This is an optimization exercise on Yosys and OpenROAD, whose aim is small area, a short achievable clock period and few clock cycles, not a production implementation. Function was checked by simulation only, so behaviour that the tests miss may differ from the original. Power figures rest on the tool's default switching activity, not on a simulated workload.

==> design/flow/design.v <==
module add64 (
    input  [63:0] a,
    input  [63:0] b,
    input         ci,
    output [63:0] s
);
    reg [63:0] G, P, c;
    integer l, i;
    always @(*) begin
        P = a ^ b;
        G = a & b;
        G[0] = G[0] | (P[0] & ci);
        for (l = 0; l < 6; l = l + 1)
            for (i = 0; i < 64; i = i + 1)
                if (((i + 1) % (2 << l)) == 0) begin
                    G[i] = G[i] | (P[i] & G[i - (1 << l)]);
                    P[i] = P[i] & P[i - (1 << l)];
                end
        for (l = 4; l >= 0; l = l - 1)
            for (i = 0; i < 64; i = i + 1)
                if (((i + 1) % (2 << l)) == (1 << l) && i > (1 << l)) begin
                    G[i] = G[i] | (P[i] & G[i - (1 << l)]);
                    P[i] = P[i] & P[i - (1 << l)];
                end
        c = {G[62:0], ci};
    end
    assign s = a ^ b ^ c;
endmodule
module inc60 (
    input  [59:0] a,
    output [59:0] s
);
    reg [63:0] P;
    integer l, i;
    always @(*) begin
        P = {4'b0, a};
        for (l = 0; l < 6; l = l + 1)
            for (i = 0; i < 64; i = i + 1)
                if (((i + 1) % (2 << l)) == 0)
                    P[i] = P[i] & P[i - (1 << l)];
        for (l = 4; l >= 0; l = l - 1)
            for (i = 0; i < 64; i = i + 1)
                if (((i + 1) % (2 << l)) == (1 << l) && i > (1 << l))
                    P[i] = P[i] & P[i - (1 << l)];
    end
    assign s = a ^ {P[58:0], 1'b1};
endmodule
module y86_cpu (
    input             clk,
    input             rst,
    output     [63:0] imem_addr,
    input      [79:0] imem_rdata,
    output     [63:0] dmem_addr,
    output            dmem_we,
    output     [63:0] dmem_wdata,
    input      [63:0] dmem_rdata,
    output     [1:0]  stat,
    input      [3:0]  dbg_reg,
    output     [63:0] dbg_val
);
    localparam I_HALT = 4'h0, I_NOP = 4'h1, I_RRMOVQ = 4'h2, I_IRMOVQ = 4'h3,
               I_RMMOVQ = 4'h4, I_MRMOVQ = 4'h5, I_OPQ = 4'h6, I_JXX = 4'h7,
               I_CALL = 4'h8, I_RET = 4'h9, I_PUSHQ = 4'hA, I_POPQ = 4'hB;
    localparam RSP = 4'd4, RNONE = 4'hF;
    reg [1:0]  stat_r;
    reg        zf, sf, of;
    reg        boot;           
    reg [63:0] fpc;            
    reg        f_valid;        
    reg        e_valid;
    reg [3:0]  e_icode, e_ifun;
    reg [3:0]  e_srcA, e_srcB, e_rA, e_rB;
    reg        e_bad;          
    reg [63:0] e_valC;         
    reg [63:0] opA;            
    reg        w_we;           
    reg        w_load;         
    reg [3:0]  w_dst;
    reg [63:0] w_val;
    reg        w_ret;          
    reg        w_pred;         
    reg [63:0] ras;            
    reg        ras_v;
    reg        e_pred;         
    reg        mis_r;          
    wire mis      = w_ret && w_pred && (dmem_rdata != ras);
    wire redirect = w_ret && !w_pred;
    wire halted = stat_r != 2'd0;
    reg  [3:0] f_srcA, f_srcB;
    wire [63:0] rf [0:15];
    assign rf[15] = 64'd0;
    wire [15:0] rv = {1'b0, rvalid};
    wire [63:0] w_data = w_load ? dmem_rdata : w_val;
    wire        sp_we;         
    wire [63:0] sp_new;
    reg [14:0] rvalid;
    genvar g;
    generate
        for (g = 0; g < 15; g = g + 1) begin : R
            reg [63:0] q;
            wire wr_w = w_we && w_dst == g;
            assign rf[g] = q;
            if (g == 4) begin : SP
                always @(posedge clk)
                    if (sp_we)      q <= sp_new;
                    else if (wr_w)  q <= w_data;
                always @(posedge clk)
                    if (rst)                 rvalid[g] <= 1'b0;
                    else if (sp_we || wr_w)  rvalid[g] <= 1'b1;
            end else begin : GP
                always @(posedge clk)
                    if (wr_w)       q <= w_data;
                always @(posedge clk)
                    if (rst)        rvalid[g] <= 1'b0;
                    else if (wr_w)  rvalid[g] <= 1'b1;
            end
        end
    endgenerate
    wire [3:0]  ra_addr = halted ? dbg_reg : imem_rdata[71:68];
    wire [63:0] ra_raw  = rf[ra_addr] & {64{rv[ra_addr]}};
    assign dbg_val = ra_raw;
    wire [63:0] rb_raw  = rf[e_srcB] & {64{rv[e_srcB]}};
    wire bypB = w_we && !w_load && w_dst == e_srcB;
    wire [63:0] valA = opA;
    wire [63:0] valB = bypB ? w_val : rb_raw;
    wire e_rrmov = e_icode == I_RRMOVQ;
    wire e_irmov = e_icode == I_IRMOVQ;
    wire e_rmmov = e_icode == I_RMMOVQ;
    wire e_mrmov = e_icode == I_MRMOVQ;
    wire e_op    = e_icode == I_OPQ;
    wire e_call  = e_icode == I_CALL;
    wire e_ret   = e_icode == I_RET;
    wire e_push  = e_icode == I_PUSHQ;
    wire e_pop   = e_icode == I_POPQ;
    wire e_halt  = e_icode == I_HALT;
    wire e_store = e_rmmov || e_push || e_call;
    wire stall = e_valid && w_we && w_load &&
                 (w_dst == e_srcA || w_dst == e_srcB);
    wire e_live = e_valid && !halted;
    wire e_go   = e_live && !stall && !e_bad && !e_halt;
    wire e_commit = e_go && !mis && !mis_r;
    reg e_cnd;
    always @(*) begin
        case (e_ifun)
            4'd0:    e_cnd = 1'b1;
            4'd1:    e_cnd = (sf ^ of) | zf;
            4'd2:    e_cnd = sf ^ of;
            4'd3:    e_cnd = zf;
            4'd4:    e_cnd = ~zf;
            4'd5:    e_cnd = ~(sf ^ of);
            4'd6:    e_cnd = ~(sf ^ of) & ~zf;
            default: e_cnd = 1'b0;
        endcase
    end
    wire        e_sub = e_op && e_ifun[1:0] == 2'd1;
    wire [63:0] opB   = (e_op || e_rrmov) ? valA :
                        (e_rmmov || e_mrmov || e_irmov) ? e_valC :
                        (e_push || e_call) ? 64'hFFFF_FFFF_FFFF_FFF8 :
                        64'd8;
    wire [63:0] sum;
    add64 adder (.a(valB), .b(e_sub ? ~opB : opB), .ci(e_sub), .s(sum));
    reg  [63:0] alu_out;
    always @(*) begin
        case (e_ifun[1:0])
            2'd2:    alu_out = valB & valA;
            2'd3:    alu_out = valB ^ valA;
            default: alu_out = sum;
        endcase
        if (!e_op) alu_out = sum;
    end
    wire alu_of = (e_ifun[1:0] == 2'd0) ? (valA[63] == valB[63]) && (sum[63] != valB[63]) :
                  (e_ifun[1:0] == 2'd1) ? (valA[63] != valB[63]) && (sum[63] != valB[63]) :
                  1'b0;
    wire alu_zf = alu_out == 64'd0;
    wire alu_sf = alu_out[63];
    wire n_zf = (e_go && e_op) ? alu_zf : zf;
    wire n_sf = (e_go && e_op) ? alu_sf : sf;
    wire n_of = (e_go && e_op) ? alu_of : of;
    assign sp_we  = e_commit && (e_push || e_pop || e_call || e_ret);
    assign sp_new = sum;
    assign dmem_addr  = (e_pop || e_ret) ? valB : sum;
    assign dmem_we    = e_commit && e_store;
    assign dmem_wdata = valA;           
    wire [3:0] e_dst = (e_op || e_irmov)    ? e_rB :
                       e_rrmov              ? (e_cnd ? e_rB : RNONE) :
                       (e_mrmov || e_pop)   ? e_rA :
                       RNONE;
    wire [63:0] e_res = alu_out;
    wire [3:0]  f_icode = imem_rdata[79:76];
    wire [3:0]  f_ifun  = imem_rdata[75:72];
    wire [3:0]  f_rA    = imem_rdata[71:68];
    wire [3:0]  f_rB    = imem_rdata[67:64];
    wire [63:0] f_valC  = imem_rdata[63:0];
    wire [63:0] f_dest  = imem_rdata[71:8];
    wire f_jxx  = f_icode == I_JXX;
    wire f_call = f_icode == I_CALL;
    wire f_ret  = f_icode == I_RET;
    wire [3:0] x = fpc[3:0];
    wire [3:0] lo1  = {x[3] ^ (x[2] & x[1] & x[0]), x[2] ^ (x[1] & x[0]), x[1] ^ x[0], ~x[0]};
    wire [3:0] lo2  = {x[3] ^ (x[2] & x[1]), x[2] ^ x[1], ~x[1], x[0]};
    wire [3:0] lo9  = {~lo1[3], lo1[2:0]};
    wire [3:0] lo10 = {~lo2[3], lo2[2:0]};
    wire k1  = &x;
    wire k2  = x[3] & x[2] & x[1];
    wire k9  = x[3] | (x[2] & x[1] & x[0]);
    wire k10 = x[3] | (x[2] & x[1]);
    wire c2  = f_icode == I_RRMOVQ || f_icode == I_OPQ || f_icode == I_PUSHQ || f_icode == I_POPQ;
    wire c10 = f_icode == I_IRMOVQ || f_icode == I_RMMOVQ || f_icode == I_MRMOVQ;
    wire c9  = f_jxx || f_call;
    wire c1  = !(c2 || c10 || c9);
    wire [3:0] f_lo = ({4{c1}} & lo1) | ({4{c2}} & lo2) | ({4{c9}} & lo9) | ({4{c10}} & lo10);
    wire f_carry = (c1 & k1) | (c2 & k2) | (c9 & k9) | (c10 & k10);
    wire [59:0] fpc_hi1;
    inc60 pcinc (.a(fpc[63:4]), .s(fpc_hi1));
    wire [63:0] f_valP  = {f_carry ? fpc_hi1 : fpc[63:4], f_lo};
    reg f_cnd;
    always @(*) begin
        case (f_ifun)
            4'd0:    f_cnd = 1'b1;
            4'd1:    f_cnd = (n_sf ^ n_of) | n_zf;
            4'd2:    f_cnd = n_sf ^ n_of;
            4'd3:    f_cnd = n_zf;
            4'd4:    f_cnd = ~n_zf;
            4'd5:    f_cnd = ~(n_sf ^ n_of);
            4'd6:    f_cnd = ~(n_sf ^ n_of) & ~n_zf;
            default: f_cnd = 1'b0;
        endcase
    end
    wire f_bad = (f_icode > 4'hB) ||
                 ((f_icode == I_RRMOVQ || f_jxx) && f_ifun > 4'd6) ||
                 (f_icode == I_OPQ && f_ifun > 4'd3);
    always @(*) begin
        f_srcA = RNONE;
        f_srcB = RNONE;
        case (f_icode)
            I_RRMOVQ:          f_srcA = f_rA;
            I_RMMOVQ, I_OPQ: begin f_srcA = f_rA; f_srcB = f_rB; end
            I_MRMOVQ:          f_srcB = f_rB;
            I_PUSHQ: begin     f_srcA = f_rA; f_srcB = RSP; end
            I_POPQ, I_CALL, I_RET: f_srcB = RSP;
            default: ;
        endcase
    end
    wire e_wr_dst = e_go && e_dst != RNONE && e_dst == f_srcA;
    wire e_wr_sp  = e_go && (e_push || e_pop || e_call || e_ret) && f_srcA == RSP;
    wire w_wr_a   = w_we && w_dst == f_srcA;
    wire [63:0] f_opA = f_call   ? f_valP :
                        e_wr_dst ? e_res :
                        e_wr_sp  ? sum :
                        w_wr_a   ? w_data :
                        ra_raw;
    wire hold  = stall || !f_valid;
    wire f_tgt = f_call || (f_jxx && f_cnd);
    wire f_pret = f_ret && ras_v;          
    wire jump  = redirect || mis_r;
    wire s_ret = redirect;
    wire s_fpc = !jump && hold && !boot;    
    wire s_ras = mis_r || (!jump && !hold && f_pret);
    wire s_tgt = !jump && !hold && f_tgt;
    wire s_seq = !jump && !hold && !f_tgt && !f_pret;
    wire [63:0] next_pc = ({64{s_ret}} & dmem_rdata) |
                          ({64{s_fpc}} & fpc) |
                          ({64{s_ras}} & ras) |
                          ({64{s_tgt}} & f_dest) |
                          ({64{s_seq}} & f_valP);
    assign imem_addr = next_pc;
    always @(posedge clk) begin
        if (rst) begin
            stat_r  <= 2'd0;
            zf      <= 1'b1;
            sf      <= 1'b0;
            of      <= 1'b0;
            boot    <= 1'b1;
            f_valid <= 1'b0;
            e_valid <= 1'b0;
            w_we    <= 1'b0;
            w_ret   <= 1'b0;
            ras_v   <= 1'b0;
            mis_r   <= 1'b0;
        end else begin
            boot  <= 1'b0;
            mis_r <= mis;
            if (boot || jump)
                f_valid <= 1'b1;
            else if (!stall && f_valid && f_ret && !ras_v)
                f_valid <= 1'b0;
            if (!mis && f_valid && !stall && !jump) begin
                if (f_call && !(e_valid && e_ret && e_pred))
                    ras_v <= 1'b1;
                else if (f_pret)
                    ras_v <= 1'b0;
            end
            if (!stall)
                e_valid <= f_valid && !boot && !jump;
            if (mis_r)
                e_valid <= 1'b0;
            if (e_live && !stall && !mis && !mis_r && e_bad)
                stat_r <= 2'd2;
            else if (e_live && !stall && !mis && !mis_r && e_halt)
                stat_r <= 2'd1;
            if (e_commit && e_op) begin
                zf <= alu_zf;
                sf <= alu_sf;
                of <= alu_of;
            end
            w_we  <= e_commit && e_dst != RNONE;
            w_ret <= e_commit && e_ret;
        end
    end
    always @(posedge clk) begin
        fpc <= next_pc;
        if (mis)
            ras <= dmem_rdata;
        else if (f_valid && !stall && !jump && f_call && !(e_valid && e_ret && e_pred))
            ras <= f_valP;
        if (!stall) begin
            e_pred  <= f_pret;
            e_icode <= f_icode;
            e_ifun  <= f_ifun;
            e_rA    <= f_rA;
            e_rB    <= f_rB;
            e_srcA  <= f_srcA;
            e_srcB  <= f_srcB;
            e_bad   <= f_bad;
            e_valC  <= f_valC;
            opA     <= f_opA;
        end else if (w_we && w_load && w_dst == e_srcA) begin
            opA     <= dmem_rdata;
        end
        w_load <= e_mrmov || e_pop;
        w_dst  <= e_dst;
        w_val  <= e_res;
        w_pred <= e_pred;
    end
    assign stat = stat_r;
endmodule
==> design/flow/flow/run.sh <==
#!/bin/bash
# The standard layout (the standard.sh: standard synthesis, floorplan,
# power grid, placement, CTS, routing) with these changes:
#  - the buffers that placement puts on every input and output port are
#    sky130_fd_sc_hd__buf_1 instead of the cell buffer_ports picks;
#  - repair_timing aims for 33 ns of setup slack instead of 0, so that it
#    also works on the input-to-output paths that set the achieved period;
#  - the clock tree is built from sky130_fd_sc_hd__clkbuf_8.
# The clock period and all constraints are the design's, unchanged.
set -uo pipefail
bash standard.sh "BUFFER_PORTS_ARGS=-buffer_cell sky130_fd_sc_hd__buf_1" \
    SETUP_SLACK_MARGIN=33 CTS_BUF_LIST=sky130_fd_sc_hd__clkbuf_8 \
    finish > make_finish.log 2>&1
rc=$?
tail -40 make_finish.log
exit $rc
==> design/flow/standard.sh <==
#!/bin/bash
# synth_recipe.tcl (not shown) runs the flow's synth.tcl, then flattens the netlist and writes it again
# the make line also repeats each setting of config.mk as NAME=value (left out here)
make -C /OpenROAD-flow-scripts/flow DESIGN_CONFIG=/design/flow/config.mk WORK_HOME=/design/flow/orfs CLKGATE_MAP_FILE= SYNTH_SCRIPT=/design/flow/synth_recipe.tcl "${@:-finish}"
==> design/flow/config.mk <==
export PLATFORM = sky130hd
export DESIGN_NAME = y86_cpu
export DESIGN_NICKNAME = y86_cpu
export VERILOG_FILES = /design/flow/design.v
export SDC_FILE = /design/flow/constraint.sdc
export NUM_CORES = 4
export LEC_CHECK = 0
export CAP_MARGIN = 20
export CORE_MARGIN = 2
export CORE_UTILIZATION = 50
export PLACE_DENSITY = 0.65
export SLEW_MARGIN = 20
==> design/flow/constraint.sdc <==
create_clock -name core_clock -period 60.0 [get_ports {clk}]
set_input_delay 12.0000 -clock core_clock [delete_from_list [all_inputs] [get_ports {clk}]]
set_output_delay 12.0000 -clock core_clock [all_outputs]
set_load 0.01 [all_outputs]
==> flow_metrics.tcl, run 1 <==
set metrics [dict create \
    first_iter_violations 13600 \
    yosysWarnings 3 \
    cts.sinks 1339 \
    switchingPower_uw 622 \
    grt_max_degree 95 \
    r2r-start "e_srcB[0]" \
    gp_congestion 1.10 \
    core_area_um2 137000 \
    clk_pin_slew_ns 0.06 \
    grt_antenna_before_repair 17 \
    clock.fmax_mhz 36.9 \
    worstPathCellList "buf_1 -> buf_6 -> or4b_1 -> o21ai_2 -> buf_6 -> and2_4 -> buf_6 -> a221o_1 -> a221oi_1 -> and3_1 -> a211oi_4 -> buf_2" \
    drt_first_pass_iters 17 \
    cp-startpoint "imem_rdata[69]" \
    slew-limit-headroom_pct 11.1 \
    p_seq_share_pct 48.8 \
    synth_ff_type "edfxtp_1" \
    grt_pass1_wl_um 443000 \
    syn_to_final_growth_pct 14.0 \
    cp.required_ns 48.00 \
    yosys-top-cells-count "edfxtp_1, nand2_1, a22oi_1" \
    grt_use_total_pct 44.6 \
    path_class "primary input to output port" \
    hold_viol_final 0 \
    die_h_um 375 \
    p_leak_nw 27.9 \
    die-area_um2 141000 \
    start_util_pct 50.2 \
    cts-buffers-inserted 215 \
    power_frac_comb_pct 13.4 \
    tritoncts "built" \
    grt_overflow 0 \
    synth_area_per_cell_um2 11.8 \
    synth.largest_area_cell "edfxtp_1" \
    critPathMostFrequentCell "buf_6" \
    place_hpwl_um 208000 \
    wl_per_cell_um 39.5 \
    num-nets-final 6572 \
    drcViolationCount 0 \
    place_ws_ns 31.24 \
    cp-end-kind "output port" \
    syn-cell-area_um2 68800 \
    drt_wl_total_um 325000 \
    clock_latency_ns 1.01 \
    start_kind "primary input" \
    synth_area_leaders "edfxtp_1, a22oi_1, dfxtp_1" \
    syn_inst 5859 \
    cap_violations 0 \
    boundaryPins 409 \
    rsz0062_at_grt "false" \
    setup_viol 0 \
    yosysSeqAreaShare_pct 56.1 \
    async_reset_ff_share_pct 0 \
    grt_pass1_vias 57800 \
    synthesis.nets 6199 \
    synth_seq_cells 1339 \
    skew_ns 0.0584 \
    hp-start "e_pred" \
    drive_above_1_share_pct 14.0 \
    clock_tree.buffer_depth 3 \
    status "complete, no violations" \
    via_per_inst 7.47 \
    port_buffers 408 \
    power.density_nw_per_um2 27.6 \
    layout_setup_ws_ns 32.93 \
    vias 61400 \
    period_minus_slack_ns 27.07 \
    rows 136 \
    synth.top_cell.area_share_pct 51.4 \
    cp.arrival_ns 15.07 \
    die_w_um 375 \
    cts_hold_repair.buffers 0 \
    slowest_stage "or4b_1" \
    root_buffer "clkbuf_8" \
    setup_tns_ns 0 \
    clock_power_share_pct 37.7 \
    slowest_delay_ns 0.54 \
    intPower_mw 1.55 \
    ir_drop_v 0.0000262 \
    hold_path_class "flop to flop" \
    max_slew.worst_pin.slew_ns 1.32 \
    yosysUniqueCellTypes 81 \
    detail-route-antenna-nets 0 \
    critPathMaxFanout 36 \
    synth-edff-count 1178 \
    min_period_over_period_pct 45.1 \
    fillers 11400 \
    drv_slew 0 \
    synth.most_common_cell "edfxtp_1" \
    cts_htree_levels 4 \
    switching_share_pct 28.7 \
]
==> area by class of cell <==
cell class                      count  area, um2  share of cell area [%]
Sequential cell                  1339      38600                    49.2
Multi-Input combinational cell   3882      28800                    36.7
Timing Repair Buffer              620       3820                    4.87
Clock buffer                      221       3040                    3.88
Tap cell                         1794       2240                    2.86
Clock inverter                    179       1280                    1.63
Inverter                          174        667                   0.850
Antenna cell                       10       25.0                  0.0319
==> per-layer routing <==
metal | share of wire [%] | GRT usage [%] | vias to the layer above | routed length [um]
li1 | - | - | 24200 | -
met1 | 33 | 55.5 | 29200 | 107000
met2 | 40 | 61.2 | 6418 | 129000
met3 | 18 | 20.5 | 1548 | 59000
met4 | 9.0 | 31.2 | 22 | 29100
met5 | 0.098 | 0.926 | - | 318
==> power by group through the flow <==
stage,combinational [mW],sequential [mW],clock (mW)
floorplan,0.141,1.07,0
global placement,0.252,1.08,0
detailed placement,0.255,1.08,0
CTS,0.265,1.06,0.810
global route,0.293,1.06,0.850
finish,0.291,1.06,0.818
==> critical path, delay by kind of cell <==
family | cells | cell delay, ns
AOI/OAI and AO/OA | 4 | 0.80
buffers and inverters | 5 | 1.11
and+or+nand+nor | 3 | 1.07
==> logic make-up after synthesis <==
family                   Yosys count  synth area share [%]
AO/OA/AOI/OAI                   1788                  19.5
AND/OR/NAND/NOR                 1431                  10.1
flip-flops                      1339                  56.1
buffers and inverters            647                  3.79
multiplexers                     246                  4.04
XOR/XNOR                         218                  2.77
adder cells (fa/ha/maj)          190                  3.80
==> registers in the layout, indices dropped and copies added, names as in the netlist, 15 cells and up <==
signal and cells:
R.q 960, opA 64, rvalid 15, ras 64, e_valC 64, w_val 64
fpc 64
==> metrics by stage <==
step                      power (mW)  hold WS (ns)  cells  cell area [um2]  utilization, %
after detailed placement        1.33         0.384   7752            72400            52.8
after CTS                       2.13         0.402   8198            78000            56.9
after global placement          1.33         0.361   7752            72400            52.8
after global routing            2.20         0.410   8213            78400            57.2
after floorplan                 1.21         0.348   5859            68800               -
final                           2.17         0.409   8219            78500            57.2
==> final timing paths <==
path         slack, ns  depth (start not counted)     endpoint
min               0.41                          0       w_pred
max              32.93                         12  dbg_val[22]
min reg2reg       0.41                          0       w_pred
max reg2reg      47.45                         34      fpc[10]
==> cell usage in the layout (no fill, tap or decap), drive strengths merged, types with 32 or more instances in the layout <==
cell | synthesis | routed
edfxtp | 1178 | 1178
buf | 123 | 591
nand2 | 489 | 489
a22oi | 430 | 430
nor2 | 307 | 307
clkbuf | 350 | 245
a222oi | 244 | 244
a21oi | 235 | 235
inv | 174 | 224
o21ai | 216 | 216
xnor2 | 181 | 181
mux2 | 177 | 177
dfxtp | 161 | 161
ha | 158 | 158
a221o | 122 | 122
nand3 | 122 | 122
nand4 | 120 | 120
and3 | 112 | 112
clkinv | 0 | 101
a211oi | 93 | 93
a221oi | 77 | 77
o22ai | 68 | 68
o31ai | 64 | 64
mux2i | 61 | 61
nor3 | 56 | 56
o211ai | 55 | 55
a21o | 48 | 48
and2 | 33 | 41
xor2 | 37 | 37
nor2b | 36 | 36
nor4 | 35 | 35
fa | 32 | 32
==> timing repair <==
| item | 4_1_cts | 5_1_grt |
|---|---|---|
| endpoints found under the setup margin | 124 | 116 |
| setup buffers | 32 | 7 |
| endpoints found under the hold margin | 0 | 0 |
| resized for setup | 168 | 64 |
| pin swaps | 15 | 5 |
| cloned | 14 | 4 |
Testbench counts, summed over its fixed seeds: cycles 21,099.
==> inputs of run 2 (changes only) <==
--- a/design/flow/config.mk
+++ b/design/flow/config.mk
@@ -9,4 +9,6 @@
 export CORE_MARGIN = 2
 export CORE_UTILIZATION = 50
+export CTS_CLUSTER_DIAMETER = 80
+export CTS_CLUSTER_SIZE = 10
 export PLACE_DENSITY = 0.65
 export SLEW_MARGIN = 20
==> run 2 against run 1 <==
Still clean. Via count down 0.54%. Sequential share of layout area up 1.2 points. Synthesized cell count unchanged. First-iteration DRC count up 0.65%.
==> flow_metrics.tcl, run 2 <==
set metrics [dict create \
    status "complete, no violations" \
    wl_per_cell_um 40.1 \
    r2r_end "fpc[31]" \
    synth_ff_type "edfxtp_1" \
    core_area_um2 137000 \
    cts-buffers-inserted 152 \
    synth_area_leaders "edfxtp_1, a22oi_1, dfxtp_1" \
    r2r_cells 34 \
    drt_wl_total_um 323000 \
    boundaryPins 409 \
    grt_use_total_pct 44.5 \
    cts_hold_repair.buffers 0 \
    skew_ns 0.0567 \
    place_ws_ns 31.24 \
    rows 136 \
    clock_power_share_pct 30.2 \
    place_hpwl_um 208000 \
    syn_to_final_growth_pct 11.3 \
    drive_above_1_share_pct 12.4 \
    root_buffer "clkbuf_8" \
    die_h_um 375 \
    cts_htree_levels 4 \
    start_util_pct 50.2 \
    grt_antenna_before_repair 22 \
    grt_max_degree 95 \
    setup_viol 0 \
    p_leak_nw 26.9 \
    start_kind "primary input" \
    grt_pass1_vias 57200 \
    synth-edff-count 1178 \
    final_util_pct 55.9 \
    power_mw 1.93 \
    r2r-start "e_srcB[0]" \
    final_cell_mix "edfxtp_1, nand2_1, a22oi_1" \
    clock_latency_ns 0.96 \
    layout_setup_ws_ns 32.91 \
    clock.fmax_mhz 36.9 \
    cap_violations 0 \
    vias 61100 \
    top_layer_used "met5" \
    synth_seq_cells 1339 \
    power_frac_comb_pct 15.1 \
    async_reset_ff_share_pct 0 \
    gp_congestion 1.10 \
    worstSetupEndpoint "dmem_we" \
    die-area_um2 141000 \
    synth.most_common_cell "edfxtp_1" \
    drcViolationCount 0 \
    max_slew.worst_pin.slew_ns 1.39 \
    drt_first_pass_iters 14 \
    synthesis.nets 6199 \
    r2r_setup_slack_ns 47.39 \
    syn-cell-area_um2 68800 \
    setup_tns_ns 0 \
    syn_inst 5859 \
    period_minus_slack_ns 27.09 \
    grt_overflow 0 \
    drv_slew 0 \
    clk_pin_slew_ns 0.09 \
    wl_met1_um 107000 \
    min_period_over_period_pct 45.2 \
    die_w_um 375 \
    port_buffers 408 \
    tritoncts "built" \
    largest_reg_flops 960 \
    detail-route-antenna-nets 0 \
    hold_viol_final 0 \
    grt_pass1_wl_um 441000 \
    power.density_nw_per_um2 25.2 \
    switching_share_pct 29.6 \
    rsz0062_at_grt "true" \
    wl_met3_um 57900 \
    critPathMaxFanout 19 \
    yosysSeqAreaShare_pct 56.1 \
    path_class "primary input to output port" \
    yosysWarnings 3 \
    slew-limit-headroom_pct 5.85 \
    wl_met2_um 128000 \
    final_common_cell "edfxtp_1" \
    first_iter_violations 13700 \
    cp.required_ns 48.00 \
    ir_drop_v 0.0000238 \
    synth_area_per_cell_um2 11.8 \
    cp.arrival_ns 15.09 \
    cp-end-kind "output port" \
    cp-startpoint "dmem_rdata[31]" \
    yosys-top-cells-count "edfxtp_1, nand2_1, a22oi_1" \
    p_seq_share_pct 54.8 \
    clock_tree.buffer_depth 3 \
    num-nets-final 6510 \
    hold_path_class "flop to flop" \
    intPower_mw 1.36 \
    yosysUniqueCellTypes 81 \
    largest-register "R.q" \
    cts.sinks 1339 \
    switchingPower_uw 571 \
    synth.top_cell.area_share_pct 51.4 \
    synth.largest_area_cell "edfxtp_1" \
    via_per_inst 7.58 \
]
run 2: cell counts after synthesis:
Identical to the previous run, type by type.
run 2: routing by layer:
| layer | up-vias | track usage, % |
|---|---|---|
| met5 | - | 0.858 |
| met4 | 24 | 30.0 |
| met3 | 1590 | 20.5 |
| met2 | 6227 | 61.1 |
| met1 | 29300 | 55.5 |
| li1 | 23900 | - |
run 2: what timing repair did:
item | 4_1_cts | 5_1_grt
setup endpoints to repair | 124 | 114
setup buffers | 32 | 9
gates cloned | 15 | 2
pin swaps | 15 | 3
gates resized for setup | 172 | 51
run 2: cell type report:
type / count / area [um2]
Fill cell: 11600 / 60500
Sequential cell: 1339 / 38600
Multi-Input combinational cell: 3882 / 28800
Timing Repair Buffer: 621 / 3800
Tap cell: 1794 / 2240
Clock buffer: 154 / 2120
Inverter: 174 / 667
Clock inverter: 72 / 352
Antenna cell: 17 / 42.5
run 2: power groups by stage:
stage / logic (mW) / registers [mW] / clock network, mW
6_report: 0.291 / 1.06 / 0.582
5_1_grt: 0.292 / 1.06 / 0.610
4_1_cts: 0.266 / 1.06 / 0.576
3_5_place_dp: 0.255 / 1.08 / 0
3_3_place_gp: 0.252 / 1.08 / 0
2_1_floorplan: 0.141 / 1.07 / 0
run 2: how the worst min path moves through the flow:
| stage | startpoint | slack [ns] | depth (start not counted) | end |
|---|---|---|---|---|
| after floorplan | e_pred | 0.35 | 0 | w_pred |
| after global placement | e_pred | 0.36 | 0 | w_pred |
| after detailed placement | e_pred | 0.38 | 0 | w_pred |
| after CTS | e_pred | 0.41 | 0 | w_pred |
| after global routing | e_pred | 0.43 | 0 | w_pred |
| final | e_pred | 0.42 | 0 | w_pred |
run 2: worst max-delay path, cell delays in order:
cell and delay [ns]:
buf_1 0.51, xnor2_1 0.26, nand4_1 0.19, nor4_1 0.38, nand4_1 0.19, and3_2 0.44, or3_1 0.55, a211oi_1 0.34
buf_1 0.20
run 2: kinds of logic (layout without fill, tap and decap cells):
| family | after synthesis | count (layout) | share of synthesized area (%) |
|---|---|---|---|
| compound gates | 1788 | 1788 | 19.5 |
| simple gates | 1431 | 1439 | 10.1 |
| flops | 1339 | 1339 | 56.1 |
| buf+inv | 647 | 1021 | 3.79 |
| mux | 246 | 247 | 4.04 |
| xor+xnor | 218 | 218 | 2.77 |
| fa+ha+maj | 190 | 190 | 3.80 |
| other cells | 0 | 17 | 0 |
run 2: through the flow:
stage / cells / hold WS, ns / cell area (um2)
6_report: 8053 / 0.423 / 76600
5_1_grt: 8043 / 0.428 / 76600
3_3_place_gp: 7752 / 0.361 / 72400
4_1_cts: 8025 / 0.413 / 76200
3_5_place_dp: 7752 / 0.384 / 72400
2_1_floorplan: 5859 / 0.348 / 68800
==> inputs of run 3 (changes only) <==
--- a/design/flow/design.v
+++ b/design/flow/design.v
@@ -3,11 +3,15 @@
     input  [63:0] b,
     input         ci,
-    output [63:0] s
+    output [63:0] s,
+    output [63:0] p,
+    output [63:0] g
 );
+    assign p = a ^ b;
+    assign g = a & b;
     reg [63:0] G, P, c;
     integer l, i;
     always @(*) begin
-        P = a ^ b;
-        G = a & b;
+        P = p;
+        G = g;
         G[0] = G[0] | (P[0] & ci);
         for (l = 0; l < 6; l = l + 1)
@@ -25,5 +29,5 @@
         c = {G[62:0], ci};
     end
-    assign s = a ^ b ^ c;
+    assign s = p ^ c;
 endmodule
 module inc60 (
@@ -84,4 +88,5 @@
     reg        e_pred;         
     reg        mis_r;          
+    reg        ras_late;       
     wire mis      = w_ret && w_pred && (dmem_rdata != ras);
     wire redirect = w_ret && !w_pred;
@@ -158,11 +163,11 @@
                         (e_push || e_call) ? 64'hFFFF_FFFF_FFFF_FFF8 :
                         64'd8;
-    wire [63:0] sum;
-    add64 adder (.a(valB), .b(e_sub ? ~opB : opB), .ci(e_sub), .s(sum));
+    wire [63:0] sum, alu_p, alu_g;
+    add64 adder (.a(valB), .b(e_sub ? ~opB : opB), .ci(e_sub), .s(sum), .p(alu_p), .g(alu_g));
     reg  [63:0] alu_out;
     always @(*) begin
         case (e_ifun[1:0])
-            2'd2:    alu_out = valB & valA;
-            2'd3:    alu_out = valB ^ valA;
+            2'd2:    alu_out = alu_g;
+            2'd3:    alu_out = alu_p;
             default: alu_out = sum;
         endcase
@@ -254,4 +259,7 @@
     wire f_pret = f_ret && ras_v;          
     wire jump  = redirect || mis_r;
+    wire f_call_go = !mis && f_valid && !stall && !jump && f_call;
+    wire ras_block = e_valid && e_ret && e_pred;
+    wire late_go   = ras_late && !mis && !mis_r && e_valid && e_call;
     wire s_ret = redirect;
     wire s_fpc = !jump && hold && !boot;    
@@ -278,4 +286,5 @@
             ras_v   <= 1'b0;
             mis_r   <= 1'b0;
+            ras_late <= 1'b0;
         end else begin
             boot  <= 1'b0;
@@ -285,10 +294,11 @@
             else if (!stall && f_valid && f_ret && !ras_v)
                 f_valid <= 1'b0;
-            if (!mis && f_valid && !stall && !jump) begin
-                if (f_call && !(e_valid && e_ret && e_pred))
-                    ras_v <= 1'b1;
-                else if (f_pret)
-                    ras_v <= 1'b0;
-            end
+            ras_late <= f_call_go && ras_block;
+            if (f_call_go && !ras_block)
+                ras_v <= 1'b1;
+            else if (!mis && f_valid && !stall && !jump && f_pret)
+                ras_v <= 1'b0;
+            else if (late_go)
+                ras_v <= 1'b1;
             if (!stall)
                 e_valid <= f_valid && !boot && !jump;
@@ -312,6 +322,8 @@
         if (mis)
             ras <= dmem_rdata;
-        else if (f_valid && !stall && !jump && f_call && !(e_valid && e_ret && e_pred))
+        else if (f_call_go && !ras_block)
             ras <= f_valP;
+        else if (late_go)
+            ras <= opA;                 
         if (!stall) begin
             e_pred  <= f_pret;
==> run 3 against run 2 <==
Still clean on timing, DRC and antenna. Sequential share of layout area grew 0.90 points. First-iteration DRC count grew 3.0%. Final cell count grew 1.6%. Hold slack lost 0.026 ns. Critical path depth grew 2. Area after synthesis shrank 0.76%. Global-route usage grew 0.78 points. Critical endpoint is now dbg_val[45]. Largest cell class unchanged.
==> flow_metrics.tcl, run 3 <==
set metrics [dict create \
    r2r-start "e_srcB[1]" \
    syn_to_final_growth_pct 10.2 \
    grt_pass1_vias 57200 \
    boundaryPins 409 \
    cp.arrival_ns 15.09 \
    yosysUniqueCellTypes 81 \
    rsz0062_at_grt "false" \
    worstPathCellList "buf_1 -> nand2b_1 -> mux2i_4 -> buf_6 -> and2_4 -> buf_12 -> a22oi_1 -> nand3_1 -> o32ai_1 -> nor2_2 -> buf_1" \
    r2r_setup_slack_ns 46.59 \
    grt_overflow 0 \
    async_reset_ff_share_pct 0 \
    skew_ns 0.0726 \
    drt_wl_total_um 327000 \
    power.density_nw_per_um2 26.9 \
    min_period_over_period_pct 45.1 \
    grt_use_total_pct 45.2 \
    core_area_um2 135000 \
    drive_above_1_share_pct 10.2 \
    fillers 11600 \
    synth_seq_cells 1340 \
    cts_htree_levels 4 \
    layout_setup_ws_ns 32.91 \
    tritoncts "built" \
    whs_endpoint "w_pred" \
    syn_inst 6060 \
    holdPathStages 0 \
    cts-buffers-inserted 151 \
    wl_per_cell_um 40.0 \
    cp-end-kind "output port" \
    clock.fmax_mhz 36.9 \
    largest-register "R.q" \
    synth_area_per_cell_um2 11.3 \
    place_ws_ns 31.53 \
    period_minus_slack_ns 27.09 \
    slowest_stage "and2_4" \
    hp-start "e_pred" \
    vias 61700 \
    r2r_end "fpc[15]" \
    die-area_um2 140000 \
    gp_congestion 1.04 \
    hold_path_class "flop to flop" \
    setup_viol 0 \
    final_util_pct 55.6 \
    drv_slew 0 \
    largest_reg_flops 960 \
    final_cell_mix "edfxtp_1, a22oi_1, nand2_1" \
    synth-edff-count 1178 \
    switching_share_pct 31.6 \
    first_iter_violations 14100 \
    setup_tns_ns 0 \
    synth_ff_type "edfxtp_1" \
    yosys-top-cells-count "edfxtp_1, a22oi_1, nand2_1" \
    max_slew.worst_pin.slew_ns 1.30 \
    cap_violations 0 \
    synthesis.nets 6340 \
    clock_power_share_pct 28.6 \
    status "complete, no violations" \
    synth.top_cell.area_share_pct 51.8 \
    grt_max_degree 101 \
    die_w_um 374 \
    hold_ws_ns 0.397 \
    final_common_cell "edfxtp_1" \
    r2r_cells 31 \
    drcViolationCount 0 \
    ir_drop_v 0.0000271 \
    synth.largest_area_cell "edfxtp_1" \
    critPathMostFrequentCell "buf_1" \
    grt_antenna_before_repair 18 \
    clock_tree.buffer_depth 3 \
    num-nets-final 6606 \
    detail-route-antenna-nets 0 \
    rows 135 \
    power_mw 2.03 \
    worst-path-buf-inv 4 \
    intPower_mw 1.39 \
    root_buffer "clkbuf_8" \
    p_seq_share_pct 53.3 \
    switchingPower_uw 640 \
    path_class "primary input to output port" \
    clk_pin_slew_ns 0.08 \
    port_buffers 408 \
    grt_pass1_wl_um 446000 \
    cp.required_ns 48.00 \
    start_kind "primary input" \
    power_frac_comb_pct 18.1 \
    cts.sinks 1340 \
    p_leak_nw 26.0 \
    synth_area_leaders "edfxtp_1, a22oi_1, dfxtp_1" \
    yosysSeqAreaShare_pct 56.5 \
    slew-limit-headroom_pct 13.6 \
    syn-cell-area_um2 68300 \
    place_hpwl_um 212000 \
    cts_hold_repair.buffers 0 \
    crit_family "buffers and inverters" \
    yosysWarnings 3 \
    hold_viol_final 0 \
    start_util_pct 50.4 \
    via_per_inst 7.54 \
    synth.most_common_cell "edfxtp_1" \
    drt_first_pass_iters 17 \
    clock_latency_ns 1.01 \
    critPathMaxFanout 48 \
    slowest_delay_ns 0.45 \
    die_h_um 374 \
]
[run 3: power groups by stage]
stage / sequential [mW] / combinational, mW / clock, mW
final: 1.08 / 0.368 / 0.579
after global routing: 1.08 / 0.369 / 0.604
after CTS: 1.08 / 0.340 / 0.570
after detailed placement: 1.10 / 0.331 / 0
after global placement: 1.10 / 0.328 / 0
after floorplan: 1.09 / 0.172 / 0
[run 3: final cells by class]
cell class / count / area (um2) / area share, %
Sequential cell: 1340 / 38600 / 51.3
Multi-Input combinational cell: 4084 / 28200 / 37.5
Timing Repair Buffer: 588 / 3210 / 4.26
Tap cell: 1781 / 2230 / 2.96
Clock buffer: 154 / 2120 / 2.81
Inverter: 161 / 604 / 0.802
Clock inverter: 65 / 287 / 0.380
Antenna cell: 8 / 20.0 / 0.0266
[run 3: cells by family after synthesis]
group	synth area share, %
mux	3.78
xor+xnor	2.73
fa+ha+maj	2.75
simple gates	10.1
compound gates	20.5
buf+inv	3.62
flops	56.5
[run 3: how the worst max path moves through the flow]
stage	startpoint	end	slack (ns)	cells past startpoint
2_1_floorplan	imem_rdata[69]	dbg_val[4]	33.78	8
3_3_place_gp	imem_rdata[70]	dbg_val[36]	31.55	12
3_5_place_dp	imem_rdata[70]	dbg_val[36]	31.53	12
4_1_cts	imem_rdata[69]	dbg_val[4]	33.00	11
5_1_grt	imem_rdata[70]	dbg_val[19]	33.00	11
6_report	dbg_reg[2]	dbg_val[45]	32.91	11
[run 3: per-stage QoR]
stage                     instances  area, um2
after floorplan                6060      68300
after global placement         7923      72000
after detailed placement       7924      72000
after CTS                      8169      75100
after global routing           8178      75300
final                          8181      75300
[run 3: timing repair]
item | CTS | global route
pin swaps | 18 | 3
resized for setup | 115 | 35
gates cloned | 6 | 0
setup endpoints to repair | 93 | 103
setup buffers | 20 | 4
[run 3: metal layers]
layer / global-route usage (%) / wire length (um)
met5: 0.720 / 212
met4: 27.1 / 24100
met3: 19.3 / 59100
met2: 62.5 / 131000
met1: 58.7 / 112000
Testbench counts of run 3, summed over its fixed seeds: cycles 20,945.

port drivers added, routing unchanged:
The flow's constraints put no driver on any port. The routed layouts listed below were extracted and timed again, unchanged, in two steps.
Step 1 (the two cells are an assumption about what drives the block):
set clk [get_ports {clk}]
set_driving_cell -lib_cell sky130_fd_sc_hd__clkbuf_16 $clk
set_driving_cell -lib_cell sky130_fd_sc_hd__buf_2 [delete_from_list [all_inputs] $clk]
Step 2 times the ports against the registers' clock, not the clock port: input delays grow and output delays shrink by t, the midpoint of the rising clock arrivals with the driver on.
Slacks: ideal ports / drivers / drivers and shift; pairs: ideal ports / drivers.
run | t (ns) | setup slack, ns | worst register clock-pin slew, ns | cell pins on the clock port's net
run 1 | 1.059 | 32.928 / 32.908 / 32.908 | 0.08 / 0.08 | 1
run 2 | 1.021 | 32.908 / 32.879 / 32.879 | 0.10 / 0.10 | 1
run 3 | 1.065 | 32.914 / 32.891 / 32.891 | 0.10 / 0.10 | 1
After both steps setup and hold are still met in every run listed. For run 2, which loses most, drivers alone change the setup slack by -0.029 ns; drivers and shift together by -0.029 ns.
